What follows belongs to an exercise in optimizing a design on an open flow for small area; a production flow would make more cautious choices. In this exercise RTL edits were held to simulation tests only and were not proved equivalent to the original. No driver is modelled on the clock port, so clocking that relies on it looks cheaper here than on a real chip. Power figures rest on the tool's default switching activity, not on a simulated workload.

## design/flow/design.v

```verilog
module sd_controller(
    output cs,
    output mosi,
    input miso,
    output sclk,
    input rd,
    output reg [7:0] dout,
    output reg byte_available,
    input wr,
    input [7:0] din,
    output ready_for_next_byte,
    input reset,
    output ready,
    input [31:0] address,
    input clk,
    output [4:0] status,
    output reg [7:0] recv_data
);
    localparam RST = 5'd0;
    localparam INIT = 5'd1;
    localparam CMD0 = 5'd2;
    localparam CMD8 = 5'd20;
    localparam CMD55 = 5'd3;
    localparam CMD41 = 5'd4;
    localparam POLL_CMD = 5'd5;
    localparam IDLE = 5'd6;
    localparam READ_BLOCK = 5'd7;
    localparam READ_BLOCK_WAIT = 5'd8;
    localparam READ_BLOCK_DATA = 5'd9;
    localparam READ_BLOCK_CRC = 5'd10;
    localparam SEND_CMD = 5'd11;
    localparam RECEIVE_BYTE_WAIT = 5'd12;
    localparam RECEIVE_BYTE = 5'd13;
    localparam WRITE_BLOCK_CMD = 5'd14;
    localparam WRITE_BLOCK_INIT = 5'd15;
    localparam WRITE_BLOCK_DATA = 5'd16;
    localparam WRITE_BLOCK_BYTE = 5'd17;
    localparam WRITE_BLOCK_WAIT = 5'd18;
    reg [4:0] state;
    reg [3:0] ret_code;
    wire [4:0] return_state = {ret_code[3:2] == 2'b00 && ret_code[0] == 1'b0,
                               ret_code[3], ret_code[2] | (ret_code == 4'd0),
                               ret_code[1:0]};
    reg sclk_sig;
    reg [11:0] byte_counter;
    reg [2:0] bit_counter;
    wire [14:0] cnt = {byte_counter, bit_counter};
    assign argv = {cnt[14:6], arg};
    wire frame_end = (cnt[5:0] == 6'd0);
    reg [22:0] arg;
    wire [31:0] argv;
    reg [3:0] fast_div;
    assign status = state;
    assign sclk = sclk_sig;
    assign ready = (state == IDLE);
    assign cs = (state == RST) || (state == INIT);
    wire slow_mode = (state == RST) || (state == INIT) || (state == CMD0);
    wire tick_fast = (fast_div == 4'd0);
    wire clock_enable = tick_fast && (!slow_mode || state == RST || cnt[3:0] == 4'd0);
    wire cnt_step = tick_fast && (slow_mode || sclk_sig);
    wire [14:0] cnt_dec = cnt - 15'd1;
    wire bit_zero = (bit_counter == 3'd0);
    wire byte_zero = (byte_counter == 12'd0);
    wire cnt_zero = bit_zero && byte_zero;
    always @(posedge clk) begin
        if (reset) fast_div <= 4'd0;
        else fast_div <= fast_div + 4'd1;
    end
    reg cmd_bit;
    always @(*) begin
        cmd_bit = 1'b1;
        if (cnt[5:0] >= 6'd48) cmd_bit = 1'b1;
        else if (cnt[5:0] >= 6'd40) begin
            case (return_state)
                CMD8: cmd_bit = 8'h40 >> (cnt[5:0] - 6'd40);
                CMD55: cmd_bit = 8'h48 >> (cnt[5:0] - 6'd40);
                CMD41: cmd_bit = 8'h77 >> (cnt[5:0] - 6'd40);
                POLL_CMD: cmd_bit = 8'h69 >> (cnt[5:0] - 6'd40);
                READ_BLOCK_WAIT: cmd_bit = 8'h51 >> (cnt[5:0] - 6'd40);
                default: cmd_bit = 8'h58 >> (cnt[5:0] - 6'd40);
            endcase
        end else if (cnt[5:0] >= 6'd8) begin
            case (return_state)
                CMD8: cmd_bit = 1'b0;
                CMD55: cmd_bit = 32'h0000_01AA >> (cnt[5:0] - 6'd8);
                CMD41: cmd_bit = 1'b0;
                POLL_CMD: cmd_bit = 32'h4000_0000 >> (cnt[5:0] - 6'd8);
                default: cmd_bit = argv[cnt[4:0]];
            endcase
        end else begin
            case (return_state)
                CMD8: cmd_bit = 8'h95 >> bit_counter[2:0];
                CMD55: cmd_bit = 8'h87 >> bit_counter[2:0];
                CMD41: cmd_bit = 8'h01 >> bit_counter[2:0];
                POLL_CMD: cmd_bit = 8'h01 >> bit_counter[2:0];
                default: cmd_bit = 1'b1;
            endcase
        end
    end
    assign ready_for_next_byte =
        ((return_state == WRITE_BLOCK_INIT) &&
         (state == SEND_CMD || state == RECEIVE_BYTE_WAIT || state == RECEIVE_BYTE || state == WRITE_BLOCK_INIT)) ||
        ((state == WRITE_BLOCK_BYTE) && !(byte_counter == 12'd515 || byte_counter == 12'd2 || byte_counter == 12'd1));
    wire first_wr = (byte_counter == 12'd515);
    assign mosi = (state == SEND_CMD) ? cmd_bit :
                  (state == WRITE_BLOCK_BYTE) ? arg[bit_counter[2:0]] :
                  (state == WRITE_BLOCK_DATA) ? (first_wr | arg[0]) :
                  1'b1;
    always @(posedge clk) begin
        if (reset) begin
            state <= RST;
            {byte_counter, bit_counter} <= 15'd16000;
            byte_available <= 1'b0;
            dout <= 8'h00;
            recv_data <= 8'h00;
        end else begin
            if (cnt_step) {byte_counter, bit_counter} <= cnt_dec;
            if (clock_enable) begin
            case (state)
                RST: begin
                    if (cnt_zero) begin
                        sclk_sig <= 1'b0;
                        {byte_counter, bit_counter} <= 15'd2575;
                        state <= INIT;
                    end else begin
                        sclk_sig <= 1'b1;
                    end
                end
                INIT: begin
                    if (cnt_zero) begin
                        state <= CMD0;
                    end else begin
                        sclk_sig <= ~sclk_sig;
                    end
                end
                CMD0: begin
                    arg <= {address[14:0], address[31:24]};
                    {byte_counter, bit_counter} <= {address[23:15], 6'd55};
                    ret_code <= 4'd0;
                    state <= SEND_CMD;
                end
                CMD8: begin
                    arg <= {address[14:0], address[31:24]};
                    {byte_counter, bit_counter} <= {address[23:15], 6'd55};
                    ret_code <= CMD55[3:0];
                    state <= SEND_CMD;
                end
                CMD55: begin
                    arg <= {address[14:0], address[31:24]};
                    {byte_counter, bit_counter} <= {address[23:15], 6'd55};
                    ret_code <= CMD41[3:0];
                    state <= SEND_CMD;
                end
                CMD41: begin
                    arg <= {address[14:0], address[31:24]};
                    {byte_counter, bit_counter} <= {address[23:15], 6'd55};
                    ret_code <= POLL_CMD[3:0];
                    state <= SEND_CMD;
                end
                POLL_CMD: begin
                    if (recv_data[0] == 1'b0) state <= IDLE;
                    else state <= CMD55;
                end
                IDLE: begin
                    byte_available <= 1'b0;
                    if (rd) state <= READ_BLOCK;
                    else if (wr) state <= WRITE_BLOCK_CMD;
                end
                READ_BLOCK: begin
                    arg <= {address[14:0], address[31:24]};
                    {byte_counter, bit_counter} <= {address[23:15], 6'd55};
                    ret_code <= READ_BLOCK_WAIT[3:0];
                    state <= SEND_CMD;
                end
                READ_BLOCK_WAIT: begin
                    if (sclk_sig && !miso) begin
                        {byte_counter, bit_counter} <= {12'd512, 3'd7};
                        ret_code <= READ_BLOCK_DATA[3:0];
                        state <= RECEIVE_BYTE;
                    end else if (cnt_zero) begin
                        state <= IDLE;
                    end
                    sclk_sig <= ~sclk_sig;
                end
                READ_BLOCK_DATA: begin
                    dout <= recv_data;
                    byte_available <= 1'b1;
                    if (rd) begin
                        state <= RECEIVE_BYTE;
                        if (byte_zero) ret_code <= READ_BLOCK_CRC[3:0];
                        else ret_code <= READ_BLOCK_DATA[3:0];
                    end
                end
                READ_BLOCK_CRC: begin
                    ret_code <= IDLE[3:0];
                    state <= RECEIVE_BYTE;
                end
                SEND_CMD: begin
                    if (sclk_sig && frame_end) state <= RECEIVE_BYTE_WAIT;
                    sclk_sig <= ~sclk_sig;
                end
                RECEIVE_BYTE_WAIT: begin
                    if (sclk_sig && !miso) begin
                        recv_data <= 8'h00;
                        {byte_counter, bit_counter} <= (return_state == CMD55) ? 15'd38 : 15'd6;
                        state <= RECEIVE_BYTE;
                    end
                    sclk_sig <= ~sclk_sig;
                end
                RECEIVE_BYTE: begin
                    byte_available <= 1'b0;
                    if (sclk_sig) begin
                        recv_data <= {recv_data[6:0], miso};
                        if (bit_zero && (byte_zero || return_state != CMD55)) begin
                            state <= return_state;
                            if (return_state == READ_BLOCK_WAIT) begin
                                {byte_counter, bit_counter} <= 15'd32500;
                            end
                        end
                    end
                    sclk_sig <= ~sclk_sig;
                end
                WRITE_BLOCK_CMD: begin
                    arg <= {address[14:0], address[31:24]};
                    {byte_counter, bit_counter} <= {address[23:15], 6'd55};
                    ret_code <= WRITE_BLOCK_INIT[3:0];
                    state <= SEND_CMD;
                end
                WRITE_BLOCK_INIT: begin
                    byte_counter <= 12'd515;
                    state <= WRITE_BLOCK_DATA;
                end
                WRITE_BLOCK_DATA: begin
                    if (byte_zero) begin
                        state <= RECEIVE_BYTE_WAIT;
                        ret_code <= WRITE_BLOCK_WAIT[3:0];
                    end else begin
                        if (byte_counter == 12'd2 || byte_counter == 12'd1)
                            arg[7:0] <= 8'hFF;
                        else if (first_wr)
                            arg[7:0] <= 8'hFE;
                        else begin
                            arg[7:0] <= din;
                        end
                        state <= WRITE_BLOCK_BYTE;
                    end
                end
                WRITE_BLOCK_BYTE: begin
                    if (sclk_sig && bit_zero) begin
                        state <= WRITE_BLOCK_DATA;
                    end
                    sclk_sig <= ~sclk_sig;
                end
                WRITE_BLOCK_WAIT: begin
                    if (sclk_sig && miso) state <= IDLE;
                    sclk_sig <= ~sclk_sig;
                end
                default: begin
                    state <= 5'bx;
                end
            endcase
            end
        end
    end
endmodule
```

## design/flow/constraint.sdc

```tcl
create_clock -name core_clock -period 6.0 [get_ports {clk}]
set_input_delay 1.2000 -clock core_clock [delete_from_list [all_inputs] [get_ports {clk}]]
set_output_delay 1.2000 -clock core_clock [all_outputs]
set_load 0.01 [all_outputs]
```

## design/flow/flow/filt_lib.py

```python
import sys,re
lib, keep, out = sys.argv[1], set(open(sys.argv[2]).read().split()), sys.argv[3]
txt=open(lib).read()
res=[]; i=0
pat=re.compile(r'\n\s*cell\s*\(\s*"?([A-Za-z0-9_]+)"?\s*\)\s*\{')
pos=0
while True:
    m=pat.search(txt,pos)
    if not m: res.append(txt[pos:]); break
    res.append(txt[pos:m.start()])
    # find matching brace
    depth=0; j=m.end()-1
    while True:
        c=txt[j]
        if c=='{': depth+=1
        elif c=='}':
            depth-=1
            if depth==0: break
        j+=1
    if m.group(1) in keep: res.append(txt[m.start():j+1])
    pos=j+1
open(out,'w').write(''.join(res))
```

## design/flow/standard.sh

```bash
#!/bin/bash
# synth_recipe.tcl (not shown) runs the flow's synth.tcl, then flattens the netlist and writes it again
# the make line also repeats each setting of config.mk as NAME=value (left out here)
make -C /OpenROAD-flow-scripts/flow DESIGN_CONFIG=/design/flow/config.mk WORK_HOME=/design/flow/orfs CLKGATE_MAP_FILE= SYNTH_SCRIPT=/design/flow/synth_recipe.tcl "${@:-finish}"
```

## design/flow/flow/c.abc

```
strash
&get -n
&deepsyn -T 20 
&put
dch -f
amap
mfs2
strash
dch -f
amap
topo
```

## design/flow/flow/a.abc

```
strash
&get -n
&deepsyn -T 20 
&put
dch -f
amap
topo
```

## design/flow/flow/post_cts.tcl

```tcl
# After CTS (built from clkbuf_4): upsize to clkbuf_8 every clock buffer
# whose flip-flop clock pins would see a slew above the threshold.
set thr 1.10e-10
estimate_parasitics -placement
set worst [dict create]
foreach pin [get_pins -hierarchical */CLK] {
  set s [get_property $pin slew_max]
  set n [get_full_name [get_nets -of_objects $pin]]
  if {![dict exists $worst $n] || [dict get $worst $n] < $s} { dict set worst $n $s }
}
set block [ord::get_db_block]
set m8 [[ord::get_db] findMaster sky130_fd_sc_hd__clkbuf_8]
set up 0
foreach inst [$block getInsts] {
  if {[[$inst getMaster] getName] ne "sky130_fd_sc_hd__clkbuf_4"} { continue }
  set net [[$inst findITerm X] getNet]
  if {$net eq "NULL"} { continue }
  set n [$net getName]
  if {[dict exists $worst $n] && [dict get $worst $n] > $thr} {
    puts "post_cts: upsizing [$inst getName] (clock pin slew [dict get $worst $n])"
    $inst swapMaster $m8
    incr up
  }
}
puts "post_cts: upsized $up clock buffers"
if {$up > 0} {
  detailed_placement
  check_placement -verbose
  estimate_parasitics -placement
}
set mx 0
foreach pin [get_pins -hierarchical */CLK] { set s [get_property $pin slew_max]; if {$s > $mx} {set mx $s} }
puts "post_cts: max flip-flop clock pin slew $mx"
```

## design/flow/flow/f.abc

```
strash
&get -n
&deepsyn -T 20 -S 3
&put
dch -f
amap
topo
```

## design/flow/config.mk

```make
export PLATFORM = sky130hd
export DESIGN_NAME = sd_controller
export DESIGN_NICKNAME = sd_controller
export VERILOG_FILES = /design/flow/design.v
export SDC_FILE = /design/flow/constraint.sdc
export NUM_CORES = 4
export LEC_CHECK = 0
export CAP_MARGIN = 20
export CORE_MARGIN = 2
export CORE_UTILIZATION = 40
export SLEW_MARGIN = 20
```

## design/flow/flow/d.abc

```
strash
&get -n
&deepsyn -T 20 -S 1
&put
dch -f
amap
mfs2
strash
dch -f
amap
topo
```

## design/flow/flow/e.abc

```
strash
&get -n
&deepsyn -T 20 -S 2
&put
dch -f
amap -m
topo
```

## design/flow/flow/h.abc

```
strash
&get -n
&deepsyn -T 20 
&put
dch -f
map -a
topo
```

## design/flow/flow/b.abc

```
strash
&get -n
&deepsyn -T 20 
&put
dch -f
amap -m
topo
```

## design/flow/flow/keep_cells.txt

```
sky130_fd_sc_hd__a2111o_1
sky130_fd_sc_hd__a2111oi_0
sky130_fd_sc_hd__a2111oi_1
sky130_fd_sc_hd__a211o_1
sky130_fd_sc_hd__a211oi_1
sky130_fd_sc_hd__a21bo_1
sky130_fd_sc_hd__a21boi_0
sky130_fd_sc_hd__a21boi_1
sky130_fd_sc_hd__a21o_1
sky130_fd_sc_hd__a21oi_1
sky130_fd_sc_hd__a221o_1
sky130_fd_sc_hd__a221oi_1
sky130_fd_sc_hd__a222oi_1
sky130_fd_sc_hd__a22o_1
sky130_fd_sc_hd__a22oi_1
sky130_fd_sc_hd__a2bb2o_1
sky130_fd_sc_hd__a2bb2oi_1
sky130_fd_sc_hd__a311o_1
sky130_fd_sc_hd__a311oi_1
sky130_fd_sc_hd__a31o_1
sky130_fd_sc_hd__a31oi_1
sky130_fd_sc_hd__a32o_1
sky130_fd_sc_hd__a32oi_1
sky130_fd_sc_hd__a41o_1
sky130_fd_sc_hd__a41oi_1
sky130_fd_sc_hd__and2_0
sky130_fd_sc_hd__and2_1
sky130_fd_sc_hd__and2b_1
sky130_fd_sc_hd__and3_1
sky130_fd_sc_hd__and3b_1
sky130_fd_sc_hd__and4_1
sky130_fd_sc_hd__and4b_1
sky130_fd_sc_hd__and4bb_1
sky130_fd_sc_hd__fa_1
sky130_fd_sc_hd__fah_1
sky130_fd_sc_hd__fahcin_1
sky130_fd_sc_hd__fahcon_1
sky130_fd_sc_hd__ha_1
sky130_fd_sc_hd__inv_1
sky130_fd_sc_hd__maj3_1
sky130_fd_sc_hd__mux2_1
sky130_fd_sc_hd__mux2i_1
sky130_fd_sc_hd__mux4_1
sky130_fd_sc_hd__nand2_1
sky130_fd_sc_hd__nand2b_1
sky130_fd_sc_hd__nand3_1
sky130_fd_sc_hd__nand3b_1
sky130_fd_sc_hd__nand4_1
sky130_fd_sc_hd__nand4b_1
sky130_fd_sc_hd__nand4bb_1
sky130_fd_sc_hd__nor2_1
sky130_fd_sc_hd__nor2b_1
sky130_fd_sc_hd__nor3_1
sky130_fd_sc_hd__nor3b_1
sky130_fd_sc_hd__nor4_1
sky130_fd_sc_hd__nor4b_1
sky130_fd_sc_hd__nor4bb_1
sky130_fd_sc_hd__o2111a_1
sky130_fd_sc_hd__o2111ai_1
sky130_fd_sc_hd__o211a_1
sky130_fd_sc_hd__o211ai_1
sky130_fd_sc_hd__o21a_1
sky130_fd_sc_hd__o21ai_0
sky130_fd_sc_hd__o21ai_1
sky130_fd_sc_hd__o21ba_1
sky130_fd_sc_hd__o21bai_1
sky130_fd_sc_hd__o221a_1
sky130_fd_sc_hd__o221ai_1
sky130_fd_sc_hd__o22a_1
sky130_fd_sc_hd__o22ai_1
sky130_fd_sc_hd__o2bb2a_1
sky130_fd_sc_hd__o2bb2ai_1
sky130_fd_sc_hd__o311a_1
sky130_fd_sc_hd__o311ai_0
sky130_fd_sc_hd__o311ai_1
sky130_fd_sc_hd__o31a_1
sky130_fd_sc_hd__o31ai_1
sky130_fd_sc_hd__o32a_1
sky130_fd_sc_hd__o32ai_1
sky130_fd_sc_hd__o41a_1
sky130_fd_sc_hd__o41ai_1
sky130_fd_sc_hd__or2_0
sky130_fd_sc_hd__or2_1
sky130_fd_sc_hd__or2b_1
sky130_fd_sc_hd__or3_1
sky130_fd_sc_hd__or3b_1
sky130_fd_sc_hd__or4_1
sky130_fd_sc_hd__or4b_1
sky130_fd_sc_hd__or4bb_1
sky130_fd_sc_hd__xnor2_1
sky130_fd_sc_hd__xnor3_1
sky130_fd_sc_hd__xor2_1
sky130_fd_sc_hd__xor3_1
```

## design/flow/flow/g.abc

```
strash
&get -n
&deepsyn -T 20 -o
&put
dch -f
amap
mfs2
strash
dch -f
amap
topo
```

## design/flow/flow/run.sh

```bash
#!/bin/bash
# Layout flow: the standard synthesis, then an area-oriented re-mapping of the
# combinational logic only (registers and their names untouched, each result
# proven equivalent to the standard netlist), then the standard ORFS layout
# with minimum-size port buffers, no CTS dummy loads and small clock buffers
# (upsized after CTS where a flip-flop clock pin would see too slow a slew).
set -uo pipefail
W=$(pwd)
R=$W/orfs/results/sky130hd/sd_controller/base
LIB=$FLOW_HOME/platforms/sky130hd/lib/sky130_fd_sc_hd__tt_025C_1v80.lib
export BUFFER_PORTS_ARGS="-buffer_cell sky130_fd_sc_hd__buf_1"
export CTS_ARGS="-sink_clustering_enable -repair_clock_nets -dont_use_dummy_load -buf_list sky130_fd_sc_hd__clkbuf_4"
export POST_CTS_TCL=$W/flow/post_cts.tcl

bash standard.sh synth > synth.log 2>&1 || exit 1

python3 flow/filt_lib.py $LIB flow/keep_cells.txt $W/comb.lib > filt.log 2>&1
cp $R/1_2_yosys.v $W/1_2_yosys.std.v
FFS=$(grep -oE "sky130_fd_sc_hd__(dfxtp|edfxtp|dfrtp|dfstp|sdfxtp|dfxbp|conb)_[0-9]+" $W/1_2_yosys.std.v | sort -u | tr '\n' ' ')

remap() {
  local k=$1
  cat > $W/resynth_$k.ys <<EOY
read_liberty -ignore_miss_func $LIB
read_verilog $W/1_2_yosys.std.v
hierarchy -top $FLOW_TOP
setattr -mod -set keep_hierarchy 1 $FFS
flatten
hierarchy -top $FLOW_TOP
delete $FFS
read_liberty -lib $LIB
hierarchy -top $FLOW_TOP
opt_clean -purge
abc -liberty $W/comb.lib -script $W/flow/$k.abc
opt_clean -purge
hilomap -singleton -hicell sky130_fd_sc_hd__conb_1 HI -locell sky130_fd_sc_hd__conb_1 LO
insbuf -buf sky130_fd_sc_hd__buf_4 A X
splitnets
opt_clean -purge
check -assert
tee -o $W/area_$k.txt stat -liberty $LIB
write_verilog -noattr -noexpr -nohex -nodec $W/1_2_yosys.$k.v
EOY
  # equivalence with the standard netlist, registers cut and paired by name
  cat > $W/equiv_$k.ys <<EOY
read_liberty -ignore_miss_func $LIB
read_verilog $W/1_2_yosys.std.v
rename $FLOW_TOP gold
read_verilog $W/1_2_yosys.$k.v
rename $FLOW_TOP gate
setattr -mod -set keep_hierarchy 1 $FFS
flatten gold gate
blackbox $FFS
rename -hide w:_*
rename -hide w:*.*
opt_clean -purge
equiv_make gold gate equiv
hierarchy -top equiv
equiv_simple
equiv_status -assert
EOY
  if yosys -s $W/resynth_$k.ys > $W/resynth_$k.log 2>&1 && yosys -s $W/equiv_$k.ys > $W/equiv_$k.log 2>&1; then
    awk '/Chip area/{print $NF}' $W/area_$k.txt > $W/ok_$k.txt
  fi
}
# two rounds of four re-mappings (one per CPU); the smallest proven one is used
for k in a b c d; do remap $k & done
wait
for k in e f g h; do remap $k & done
wait
best=""; bestA=""
for k in a b c d e f g h; do
  [ -s $W/ok_$k.txt ] || continue
  a=$(cat $W/ok_$k.txt)
  if [ -z "$best" ] || awk -v a=$a -v b=$bestA 'BEGIN{exit !(a<b)}'; then best=$k; bestA=$a; fi
done
if [ -n "$best" ]; then
  cp $W/1_2_yosys.$best.v $R/1_2_yosys.v
  rm -f $R/1_synth.odb $R/1_synth.sdc
  echo "using re-mapped netlist $best (area $bestA)" > $W/resynth.status
else
  echo "re-mapping failed; using standard netlist" > $W/resynth.status
fi

bash standard.sh > standard.log 2>&1
```

==> results.cfg, run 1 <==
[global_routing]
vias_in_the_first_global_route = 3291
grt_max_degree = 19
global_router_s_overall_resource_usage = 0.2136
grt_antenna_before_repair = 0
wire_length_of_the_first_global_routing_pass_um = 16640
globalRoute.totalOverflow = 0

[finish]
flow.area_growth_from_synthesis_pct = 10.63
postLayoutCoreUtil = 0.4563
final_cells = 619
final_layout_size_suffix_gt1_frac = 0.02348
finalNetCount = 558
filler_cell_count = 919
layout.area.seq_um2 = 1662
diodes = 0
area_of_the_multi_input_gates_um2 = 1555

[sta]
max-slew-margin-rel = 0.3785
final.setup.tns_ns = 0
finalHoldViolCount = 0
final_period_minus_worst_setup_slack_ns = 4.175
layout_worst_path_cycle_share = 0.6959
rsz_0062_raised_after_global_routing = no
max_clock_freq_ghz = 0.2395
timing.final.max_slew_violations = 0
finalClockSkew_ns = 0.02608
tightestPinTransition_ns = 0.9237
timing.final.setup_violations = 0

[floorplanning]
start_util = 0.4125
num_rows = 34
die_w_um = 99.06
chipHeight_um = 99.06
coreArea_um2 = 8763
die-area_um2 = 9813
pin_count = 72

[power_and_ir_drop]
netSwitchingFraction = 0.4389
power.sequential.fraction = 0.405
power_density_nw_per_um2 = 408.0
combinational_power_share = 0.424
cellLeakagePower_nw = 1.406
clockPowerShare = 0.171
power.ir.vdd_worst_mv = 0.1792
p_int_w = 0.0009153
p_sw_w = 0.0007161

[worst_hold_path]
min_delay_path_depth = 1
hold_path.class = reg2reg
hp-start = fast_div[0]
worstHoldEndpoint = fast_div[0]

[placement]
dp.final_hpwl_um = 7636
port_buffers = 71
dp.cells = 610
globalplace.congestion = 0.9886

[yosys]
syn_area_um2 = 3615
synth_cells = 449
synthesized_area_per_cell_um2 = 8.051
syn-num-nets = 494
ys.warnings.count = 1

[worst_setup_path]
reg2reg_from = state[3]
critical_path_cell_by_cell = nand2_1, nor3_1, nor3_1, a21oi_1, o221ai_1, o21a_1, a311o_1, o32ai_1, nand2_1, o21a_1, o31a_1, buf_1
critical_path_peak_fanout = 6
worst_setup_path_end_kind = output port
critPathRequiredTime_ns = 4.80
rr_endpoint = byte_counter[11]
worstRegToRegCells = 30
critical-path-max-stage-delay_ns = 0.46
critical_path.startpoint_type = register
cpMaxStageDelayCell = nor3_1
crit_family = compound AO/OA/AOI/OAI gates
worst_ep_arrival_time_ns = 2.98
path_class = reg2out
critical_path.n_buffers_inverters = 1
ff2ff_setup_slack_ns = 1.95

[clocking]
tritoncts_num_sinks = 69
clock_tree_from_tritoncts = done
worst_skew_pair.late_latency_ns = 0.43
worst_setup_hold_path_clk_slew_ns = 0.06

[route]
post_drt_wl_per_cell_um = 16.42
dr_total_vias = 3580
routed_wirelength_um = 10160
remaining_drc_errors = 0
drt-initial-drc-count = 411
detail_route.vias_per_cell = 5.784
antenna_violating_nets_post_route = 0
drt_first_pass_iters = 8

[status]
outcome = no timing/DRC/antenna violations

[job]
timing.max_cap.violations = 0
-- cell type report --
class                           count  share of cell area
Timing Repair Buffer               74             0.07228
Sequential cell                    69              0.4155
Tap cell                          108             0.03379
Multi-Input combinational cell    295              0.3889
Inverter                           64             0.06007
Clock buffer                        9             0.02941
-- worst max path at each step --
| stage | slack, ns | cells after the start | startpoint | to |
|---|---|---|---|---|
| 5_1_grt | 1.28 | 30 | state[3] | byte_counter[11] |
| 3_3_place_gp | 2.29 | 30 | state[3] | byte_counter[11] |
| 6_report | 1.82 | 12 | ret_code[1] | mosi |
| 2_1_floorplan | 2.58 | 30 | state[3] | byte_counter[11] |
| 3_5_place_dp | 2.06 | 30 | state[3] | byte_counter[11] |
-- power groups by stage --
stage	logic (W)	registers, W	clock network, W
floorplan	0.000503	0.000637	0
global placement	0.000688	0.000669	0
detailed placement	0.000675	0.000666	0
global route	0.000771	0.000671	0.000308
finish	0.000692	0.000661	0.000279
-- sequential cells by signal, indices dropped and copies added, names as in the netlist --
register and count:
bit_counter 3, byte_counter 12, ret_code 4, byte_available 1, arg 23, state 5, fast_div 4, sclk_sig 1
recv_data 8, dout 8
-- layout by cell type, fill, tap and decap left out, drive strengths merged, types with 2 or more instances in the layout --
cell	n
dfxtp	41
or4	2
o31ai	3
o21a	4
nor3	23
o22ai	19
a211oi	7
nand2	30
nand3	17
edfxtp	28
o32ai	6
o221ai	9
a31oi	8
o22a	7
or3	2
o21ai	30
nor2	79
inv	64
nor4	7
a2111oi	2
clkbuf	9
buf	74
or2	5
a21oi	25
-- per-layer routing --
layer  vias to the layer above  wire (um)  global-route usage  part of all wire
li1                       1711          -                   -                 -
met1                      1637       4423              0.2965              0.44
met2                       201       4568              0.3290              0.45
met3                        31        902             0.04681             0.089
met4                         0        268             0.07587             0.026
met5                         -          0                   0                 0
-- through the flow --
stage          total power [W]  cell area, um2  worst slack, ns  hold WS, ns
3_5_place_dp          0.001341            3881            2.062       0.4231
2_1_floorplan         0.001140            3615            2.583       0.3984
3_3_place_gp          0.001357            3874            2.292       0.4092
6_report              0.001631            3999            1.825       0.4383
5_1_grt               0.001750            3999            1.277       0.4491
==> run 2: changes to the inputs <==
--- a/design/flow/flow/run.sh
+++ b/design/flow/flow/run.sh
@@ -65,3 +65,3 @@
 }
-# two rounds of four re-mappings (one per CPU); the smallest proven one is used
+# three rounds of four re-mappings (one per CPU); the smallest proven one is used
 for k in a b c d; do remap $k & done
@@ -70,4 +70,6 @@
 wait
+for k in i j k l; do remap $k & done
+wait
 best=""; bestA=""
-for k in a b c d e f g h; do
+for k in a b c d e f g h i j k l; do
   [ -s $W/ok_$k.txt ] || continue
==> design/flow/flow/i.abc (new file) <==
strash
&get -n
&deepsyn -T 20 -S 4
&put
dch -f
amap
mfs2
strash
dch -f
amap
topo
==> design/flow/flow/j.abc (new file) <==
strash
&get -n
&deepsyn -T 20 -S 5
&put
dch -f
amap
topo
==> design/flow/flow/k.abc (new file) <==
strash
&get -n
&deepsyn -T 20 -o -S 2
&put
dch -f
amap -m
topo
==> design/flow/flow/l.abc (new file) <==
strash
&get -n
&deepsyn -T 20 -S 6
&put
dch -f
amap
mfs2
strash
dch -f
amap
topo
--- a/design/flow/flow/post_cts.tcl
+++ b/design/flow/flow/post_cts.tcl
@@ -1,4 +1,4 @@
 # After CTS (built from clkbuf_4): upsize to clkbuf_8 every clock buffer
-# whose flip-flop clock pins would see a slew above the threshold.
-set thr 1.10e-10
+# whose flip-flop clock pins would see a slew above the threshold (ns).
+set thr 0.110
 estimate_parasitics -placement
==> results.cfg, run 2 <==
[route]
drt-initial-drc-count = 392
detail_route.vias_per_cell = 5.754
remaining_drc_errors = 0
drt_first_pass_iters = 5
routed_wirelength_um = 10170
post_drt_wl_per_cell_um = 16.43
antenna_violating_nets_post_route = 0
dr_total_vias = 3562

[yosys]
synthesized_area_per_cell_um2 = 8.051
synth_cells = 449
syn-num-nets = 494
syn_area_um2 = 3615
ys.warnings.count = 1

[sta]
max_clock_freq_ghz = 0.2393
max-slew-margin-rel = 0.3694
timing.final.max_slew_violations = 0
rsz_0062_raised_after_global_routing = no
finalHoldViolCount = 0
tightestPinTransition_ns = 0.9373
layout_worst_path_cycle_share = 0.6966
hold_ws_ns = 0.4410
finalClockSkew_ns = 0.02000
final.setup.tns_ns = 0
timing.final.setup_violations = 0
final_period_minus_worst_setup_slack_ns = 4.180

[worst_setup_path]
path_class = reg2out
critical_path.n_buffers_inverters = 1
critical_path_peak_fanout = 6
worst_setup_path_end_kind = output port
worstRegToRegCells = 30
critPathRequiredTime_ns = 4.80
critical-path-max-stage-delay_ns = 0.45
count_of_cell_instances_traversed_by_the_critical_path = 12
worst_ep_arrival_time_ns = 2.98
critical_path_cell_by_cell = nand2_1, nor3_1, nor3_1, a21oi_1, o221ai_1, o21a_1, a311o_1, o32ai_1, nand2_1, o21a_1, o31a_1, buf_1
crit_family = compound AO/OA/AOI/OAI gates
critical_path.startpoint_type = register
cpMaxStageDelayCell = edfxtp_1

[global_routing]
global_router_s_overall_resource_usage = 0.2134
wire_length_of_the_first_global_routing_pass_um = 16630
grt_antenna_before_repair = 0
grt_max_degree = 19
vias_in_the_first_global_route = 3299
globalRoute.totalOverflow = 0

[finish]
flow.area_growth_from_synthesis_pct = 9.415
final_layout_size_suffix_gt1_frac = 0.02348
leading_cell_types_in_the_layout_fill_and_taps_excluded = 79 x nor2_1, 71 x buf_1, 64 x inv_1
reg_top3 = arg: 23 flops, byte_counter: 12 flops
largest_register = arg
flip_flop_count_of_the_largest_register_after_layout = 23
final_common_cell = nor2_1
filler_cell_count = 920
postLayoutCoreUtil = 0.4513
diodes = 0
finalNetCount = 558

[floorplanning]
pin_count = 72
chipHeight_um = 99.06
start_util = 0.4125
num_rows = 34
die-area_um2 = 9813
die_w_um = 99.06
coreArea_um2 = 8763

[power_and_ir_drop]
power.ir.vdd_worst_mv = 0.1797
power_density_nw_per_um2 = 398.2
cellLeakagePower_nw = 1.388

[worst_hold_path]
min_delay_path_depth = 1
hold_path.class = reg2reg

[job]
timing.max_cap.violations = 0

[clocking]
tritoncts_num_sinks = 69
worst_setup_hold_path_clk_slew_ns = 0.10
clock_tree_from_tritoncts = done
worst_skew_pair.late_latency_ns = 0.41

[placement]
port_buffers = 71
globalplace.congestion = 0.9886
dp.final_hpwl_um = 7636

[status]
outcome = no timing/DRC/antenna violations
[run 2: where the power goes]
part	switching (W)	leakage, nW	total (W)	internal, W
registers	0.0000936	0.585	0.000659	0.000565
logic	0.000469	0.759	0.000694	0.000224
clock network	0.000146	0.0440	0.000222	0.0000768
[run 2: stage by stage]
stage	std cells	total power, W	setup WS [ns]	cell area, um2
after global routing	619	0.001692	1.265	3955
after floorplan	449	0.001140	2.583	3615
final	619	0.001575	1.820	3955
after detailed placement	610	0.001341	2.062	3881
after global placement	609	0.001357	2.292	3874
[run 2: final cells by class]
cell class                      instances  area [um2]  share of cell area
Sequential cell                        69        1662              0.4201
Multi-Input combinational cell        295        1555              0.3932
Timing Repair Buffer                   74       289.0             0.07308
Inverter                               64       240.2             0.06074
Tap cell                              108       135.1             0.03417
Clock buffer                            9       73.82             0.01866
[run 2: worst paths after layout]
| check | from | endpoint | slack (ns) |
|---|---|---|---|
| hold / removal | fast_div[0] | fast_div[0] | 0.44 |
| setup reg to reg | state[3] | byte_counter[11] | 1.92 |
| setup / recovery | ret_code[1] | mosi | 1.82 |
| hold reg to reg | fast_div[0] | fast_div[0] | 0.44 |
[run 2: per-layer routing]
layer	part of all wire	track usage	vias to the layer above
met5	0	0	-
met4	0.031	0.07903	0
met3	0.085	0.04681	30
met2	0.45	0.3290	195
met1	0.44	0.2947	1628
li1	-	-	1709
[run 2: worst reg2reg max path: cells and delay by family, from the launching register on]
kind                      cells  cell delay, ns
and+or+nand+nor              18            2.62
DFF                           1            0.40
xor gates and xnor gates      1            0.07
buffers and inverters        10            0.78
AOI/OAI and AO/OA             1            0.14

## afterwards: timing with drivers on the ports
How much do the figures lean on ideal ports? The routed layouts below were timed once more, with nothing changed but the port constraints. Step 1 sets driving cells, clkbuf_16 on the clock port and buf_2 on the other inputs (assumed; they add their load-dependent delay and slew). Step 2 times the ports against the registers' clock, not the clock port: input delays grow and output delays shrink by t, the midpoint of the rising clock arrivals with the driver on. a / b / c = no drivers / after step 1 / after step 2; a / b = the first two.
run | shift t [ns] | slack for setup (ns) | worst setup path at the end | worst slew at a driven data input, ns
run 1 | 0.449 | 1.825 / 1.794 / 1.948 | register to register | 0.03
run 2 | 0.433 | 1.820 / 1.789 / 1.917 | register to register | 0.03
After both steps every run listed still meets setup and hold.
